This design comes from an exercise in tuning for small area on the open sky130 flow, not from production work.
Only simulation tests tie the RTL to the original design; equivalence was not proved.
No activity file was given, so power comes from the tool's default toggle rates. The flow treats the clock pin as an ideal source, which a real chip does not have.

// filter_mod
module filter_mod #(
    parameter WIDTH = 8,
    parameter DEPTH = 64,
    parameter LINE_BITS = 10,
    parameter ROWS = 48,
    parameter COLS = 64
)
(
    input clk,
    input reset,
    input [WIDTH-1:0] r_data_in,
    input [WIDTH-1:0] g_data_in,
    input [WIDTH-1:0] b_data_in,
    input data_in_done,
    output [WIDTH-1:0] r_data_out,
    output [WIDTH-1:0] g_data_out,
    output [WIDTH-1:0] b_data_out,
    output data_out_done
);
Size: ~3700 cells after synthesis, about 3100 flip-flops, roughly 52 I/O pins.
clock: 6.0 ns
lec_check: 0
cap_margin: 20
core_margin: 2
core_utilization: 75
place_density: 0.85
setup_slack_margin: 0.4
slew_margin: 20
standard.sh (not shown) runs the stock make flow with config.mk's settings and CLKGATE_MAP_FILE= SYNTH_SCRIPT=/design/flow/synth_recipe.tcl, a recipe that flattens the netlist after the stock synthesis.
==> flow/flow/run.sh <==
#!/bin/bash
# The standard layout, with small port buffers, smaller clock tree buffers above the
# leaves and no CTS dummy loads.
set -euo pipefail
export BUFFER_PORTS_ARGS="-buffer_cell sky130_fd_sc_hd__buf_1"
export CTS_ARGS="-sink_clustering_enable -repair_clock_nets -dont_use_dummy_load -root_buf sky130_fd_sc_hd__clkbuf_16 -tree_buf sky130_fd_sc_hd__clkbuf_8 -sink_clustering_buffer sky130_fd_sc_hd__clkbuf_16 -sink_clustering_size 30 -sink_clustering_max_diameter 40"
bash standard.sh > standard_flow.log 2>&1
The starting point did not get past global routing.
Edit:
--- a/flow/config.mk
+++ b/flow/config.mk
@@ -8,6 +8,5 @@
 export CAP_MARGIN = 20
 export CORE_MARGIN = 2
-export CORE_UTILIZATION = 75
-export PLACE_DENSITY = 0.85
+export CORE_UTILIZATION = 55
 export SETUP_SLACK_MARGIN = 0.4
 export SLEW_MARGIN = 20
What happened: With this change the flow went through all stages and came out clean; synthesized area does not change; synthesized cell count is unchanged.
Edit:
==> flow/flow/run.sh (replaced) <==
#!/bin/bash
# The standard layout, with small port buffers, smaller clock tree buffers above the
# leaves and no CTS dummy loads.
set -euo pipefail
export BUFFER_PORTS_ARGS="-buffer_cell sky130_fd_sc_hd__buf_1"
export CTS_ARGS="-sink_clustering_enable -repair_clock_nets -dont_use_dummy_load -root_buf sky130_fd_sc_hd__clkbuf_16 -tree_buf sky130_fd_sc_hd__clkbuf_8 -sink_clustering_buffer sky130_fd_sc_hd__clkbuf_16 -sink_clustering_size 30 -sink_clustering_max_diameter 70"
bash standard.sh > standard_flow.log 2>&1
--- a/flow/config.mk
+++ b/flow/config.mk
@@ -8,5 +8,5 @@
 export CAP_MARGIN = 20
 export CORE_MARGIN = 2
-export CORE_UTILIZATION = 55
-export SETUP_SLACK_MARGIN = 0.4
+export CORE_UTILIZATION = 60
+export SETUP_SLACK_MARGIN = 0.3
 export SLEW_MARGIN = 20
Via count goes down by 1.7%.
Clock power went down by 25%.
Utilization is higher by 3.8 points.
Maximum frequency is lower by 2.8%.
Die area fell by 8.2%.
Cell count shrinks by 4.2%.
Worst setup slack got worse by 0.13 ns.
Edit:
==> flow/flow/run.sh (replaced) <==
#!/bin/bash
# The standard layout, with small port buffers and no CTS dummy loads.
set -euo pipefail
export BUFFER_PORTS_ARGS="-buffer_cell sky130_fd_sc_hd__buf_1"
export CTS_ARGS="-sink_clustering_enable -repair_clock_nets -dont_use_dummy_load -sink_clustering_size 30 -sink_clustering_max_diameter 50"
bash standard.sh > standard_flow.log 2>&1
--- a/flow/config.mk
+++ b/flow/config.mk
@@ -8,5 +8,5 @@
 export CAP_MARGIN = 20
 export CORE_MARGIN = 2
-export CORE_UTILIZATION = 60
-export SETUP_SLACK_MARGIN = 0.3
+export CORE_UTILIZATION = 75
+export PLACE_DENSITY = 0.85
 export SLEW_MARGIN = 20
The new run ran to the end with violations: setup timing; fmax falls by about 23%; wire length goes up by about 80%; count of clock-buffer cells in the layout rises by 23; synthesized area does not change.

========
filter_mod, a different RTL version from the one above (not shown whole).
Size: about 3700 cells after synthesis, ~3100 flip-flops, ~67000 sq um of cells after synthesis.
clock: 6.0 ns
lec_check: 0
cap_margin: 20
core_margin: 2
core_utilization: 40
slew_margin: 20
run.sh (not shown) runs the stock make flow with config.mk's settings and CLKGATE_MAP_FILE= SYNTH_SCRIPT=/design/flow/synth_recipe.tcl, a recipe that flattens the netlist after the stock synthesis.
Stock flow here: none of the scripts above is used.
The baseline completed without violations.
Rerun with:
==> flow/flow/run.sh (new file) <==
#!/bin/bash
# The standard layout, with clock tree synthesis told not to add dummy loads.
set -euo pipefail
export CTS_ARGS="-sink_clustering_enable -repair_clock_nets -dont_use_dummy_load -sink_clustering_size 30 -sink_clustering_max_diameter 50"
bash standard.sh > standard_flow.log 2>&1
==> flow/standard.sh (new file) <==
#!/bin/bash
# synth_recipe.tcl (not shown) runs the flow's synth.tcl, then flattens the netlist and writes it again
# the make line also repeats each setting of config.mk as NAME=value (left out here)
make -C /OpenROAD-flow-scripts/flow DESIGN_CONFIG=/design/flow/config.mk WORK_HOME=/design/flow/orfs CLKGATE_MAP_FILE= SYNTH_SCRIPT=/design/flow/synth_recipe.tcl "${@:-finish}"
Settings changed: ABC_AREA set to 1, CORE_UTILIZATION 40 to 70, PLACE_DENSITY set to 0.8.
removed: flow/run.sh
Result:
- wire length went up by about 26%
- register-to-register slack got worse by 180 ps
- synthesized cell count came out higher by 5.6%
- flip-flop and latch count is unchanged
- core utilization increases by 29 points
- cell count came out lower by about 16%
- hold slack degrades by 30 ps
- cell area falls by 7.5%
- critical path depth goes up by 9
- clock-buffer cell count came out lower by 246

========
Another version of the RTL of filter_mod (not shown whole).
Size: roughly 3600 cells after synthesis, ~67000 sq um of cells after synthesis.
export LEC_CHECK = 0
export CAP_MARGIN = 20
export CORE_MARGIN = 2
export CORE_UTILIZATION = 60
export SETUP_SLACK_MARGIN = 0.3
export SLEW_MARGIN = 20
create_clock -name core_clock -period 6.0 [get_ports {clk}]
standard.sh (not shown) runs the stock make flow with config.mk's settings and CLKGATE_MAP_FILE= SYNTH_SCRIPT=/design/flow/synth_recipe.tcl, a recipe that flattens the netlist after the stock synthesis.
==> flow/flow/run.sh <==
#!/bin/bash
# The standard layout with three changes that leave every register as the standard
# synthesis makes it:
#  - carry lookahead mapped with Yosys's own Brent-Kung $lcu instead of Kogge-Stone
#    (SYNTH_OPERATIONS_ARGS set, so synth.tcl adds no -extra-map),
#  - redundant inverters between full adders removed from the synthesised netlist
#    (flow/invpush.py: a full adder is self-dual),
#  - small port buffers, and clock tree synthesis without dummy loads.
# Each step's output goes to a log file of its own in this folder.
set -euo pipefail
export BUFFER_PORTS_ARGS="-buffer_cell sky130_fd_sc_hd__buf_1"
export CTS_ARGS="-sink_clustering_enable -repair_clock_nets -dont_use_dummy_load -root_buf sky130_fd_sc_hd__clkbuf_16 -tree_buf sky130_fd_sc_hd__clkbuf_8 -sink_clustering_buffer sky130_fd_sc_hd__clkbuf_16 -sink_clustering_size 32 -sink_clustering_max_diameter 70"
export SYNTH_OPERATIONS_ARGS="-nofsm"
RES=orfs/results/sky130hd/filter_mod/base
bash standard.sh synth > flow_synth.log 2>&1
cp $RES/1_2_yosys.v 1_2_yosys.orig.v
python3 flow/invpush.py 1_2_yosys.orig.v $RES/1_2_yosys.v > flow_invpush.log 2>&1
rm -f $RES/1_synth.odb $RES/1_synth.sdc
bash standard.sh finish > flow_finish.log 2>&1
Other scripts of this flow, unchanged in this note and not shown: flow/flow/invpush.py
The baseline ran to the end with no violations.
Change:
--- a/flow/flow/run.sh
+++ b/flow/flow/run.sh
@@ -11,3 +11,3 @@
 export BUFFER_PORTS_ARGS="-buffer_cell sky130_fd_sc_hd__buf_1"
-export CTS_ARGS="-sink_clustering_enable -repair_clock_nets -dont_use_dummy_load -root_buf sky130_fd_sc_hd__clkbuf_16 -tree_buf sky130_fd_sc_hd__clkbuf_8 -sink_clustering_buffer sky130_fd_sc_hd__clkbuf_16 -sink_clustering_size 32 -sink_clustering_max_diameter 70"
+export CTS_ARGS="-sink_clustering_enable -repair_clock_nets -dont_use_dummy_load -root_buf sky130_fd_sc_hd__clkbuf_16 -tree_buf sky130_fd_sc_hd__clkbuf_8 -sink_clustering_buffer sky130_fd_sc_hd__clkbuf_16 -sink_clustering_size 36 -sink_clustering_max_diameter 80"
 export SYNTH_OPERATIONS_ARGS="-nofsm"
Settings changed: CORE_UTILIZATION 60 to 50.
Effect: Count of clock-buffer cells in the layout is lower by 14; routed wire length is lower by 2.8%; sequential cell count is unchanged; clock skew is higher by 25 ps; cell count is higher by about 5%; setup slack got worse by 88 ps; via count is lower by 1.0%; global-route usage is lower by 2.5 points.
Change:
--- a/flow/flow/run.sh
+++ b/flow/flow/run.sh
@@ -11,3 +11,3 @@
 export BUFFER_PORTS_ARGS="-buffer_cell sky130_fd_sc_hd__buf_1"
-export CTS_ARGS="-sink_clustering_enable -repair_clock_nets -dont_use_dummy_load -root_buf sky130_fd_sc_hd__clkbuf_16 -tree_buf sky130_fd_sc_hd__clkbuf_8 -sink_clustering_buffer sky130_fd_sc_hd__clkbuf_16 -sink_clustering_size 36 -sink_clustering_max_diameter 80"
+export CTS_ARGS="-sink_clustering_enable -repair_clock_nets -dont_use_dummy_load -root_buf sky130_fd_sc_hd__clkbuf_16 -tree_buf sky130_fd_sc_hd__clkbuf_8 -sink_clustering_buffer sky130_fd_sc_hd__clkbuf_16 -sink_clustering_size 38 -sink_clustering_max_diameter 60"
 export SYNTH_OPERATIONS_ARGS="-nofsm"
Settings changed: CORE_UTILIZATION 50 to 60.
The changed run completed without violations. Fmax came out higher by 1.0%. Die area came out lower by 16%. Sequential power hardly moves. Synthesized area stays the same.
Change:
--- a/flow/flow/run.sh
+++ b/flow/flow/run.sh
@@ -11,3 +11,3 @@
 export BUFFER_PORTS_ARGS="-buffer_cell sky130_fd_sc_hd__buf_1"
-export CTS_ARGS="-sink_clustering_enable -repair_clock_nets -dont_use_dummy_load -root_buf sky130_fd_sc_hd__clkbuf_16 -tree_buf sky130_fd_sc_hd__clkbuf_8 -sink_clustering_buffer sky130_fd_sc_hd__clkbuf_16 -sink_clustering_size 38 -sink_clustering_max_diameter 60"
+export CTS_ARGS="-sink_clustering_enable -repair_clock_nets -dont_use_dummy_load -root_buf sky130_fd_sc_hd__clkbuf_16 -tree_buf sky130_fd_sc_hd__clkbuf_8 -sink_clustering_buffer sky130_fd_sc_hd__clkbuf_16 -sink_clustering_size 36 -sink_clustering_max_diameter 80"
 export SYNTH_OPERATIONS_ARGS="-nofsm"
=> Synthesized cell count does not change. Routed wire length shrinks by 0.65%. Final area goes down by 0.98%. Register-to-register slack stays flat. Setup slack gains 4.0 ps. Cell count came out lower by 0.67%. Count of clock-buffer cells in the layout goes down by 35.

-- re-timing with driven ports --
Ports are ideal in the flow. The routed layouts listed here were re-timed in OpenROAD.
Step 1, drivers: a clkbuf_16 drives clk and a buf_2 each remaining input, both assumed.
Step 2 times the ports against the registers' clock, not the clock port: input delays grow and output delays shrink by t, the midpoint of the rising clock arrivals with the driver on.
Slacks: ideal ports / drivers / drivers and shift; pairs: ideal ports / drivers.
run | shift t [ns] | slack for setup (ns) | latest minus earliest clock arrival (ns) | slew at the worst register clock pin (ns)
the second run of note 1 | 0.869 | 1.309 / 1.309 / 0.909 | 0.105 / 0.105 | 0.10 / 0.10
the third run of note 1 | 0.762 | 1.175 / 1.175 / 0.890 | 0.109 / 0.110 | 0.11 / 0.11
the fourth run of note 1 | 0.816 | -0.247 / -0.247 / -0.881 | 0.107 / 0.106 | 0.12 / 0.12
the first run of note 2 | 0.917 | 0.719 / 0.719 / 0.589 | 0.062 / 0.061 | 0.07 / 0.07
the second run of note 2 | 0.802 | 0.539 / 0.539 / 0.487 | 0.093 / 0.094 | 0.11 / 0.11
the first run of note 3 | 0.750 | 0.728 / 0.728 / 0.545 | 0.088 / 0.087 | 0.11 / 0.11
the second run of note 3 | 0.758 | 0.640 / 0.640 / 0.586 | 0.135 / 0.135 | 0.12 / 0.12
the third run of note 3 | 0.764 | 0.693 / 0.693 / 0.515 | 0.141 / 0.140 | 0.12 / 0.12
the fourth run of note 3 | 0.740 | 0.697 / 0.697 / 0.508 | 0.100 / 0.100 | 0.12 / 0.12
The setup slack of the fourth run of note 1, which loses most, moves by 0.000 ns with the drivers and by -0.634 ns with both steps.
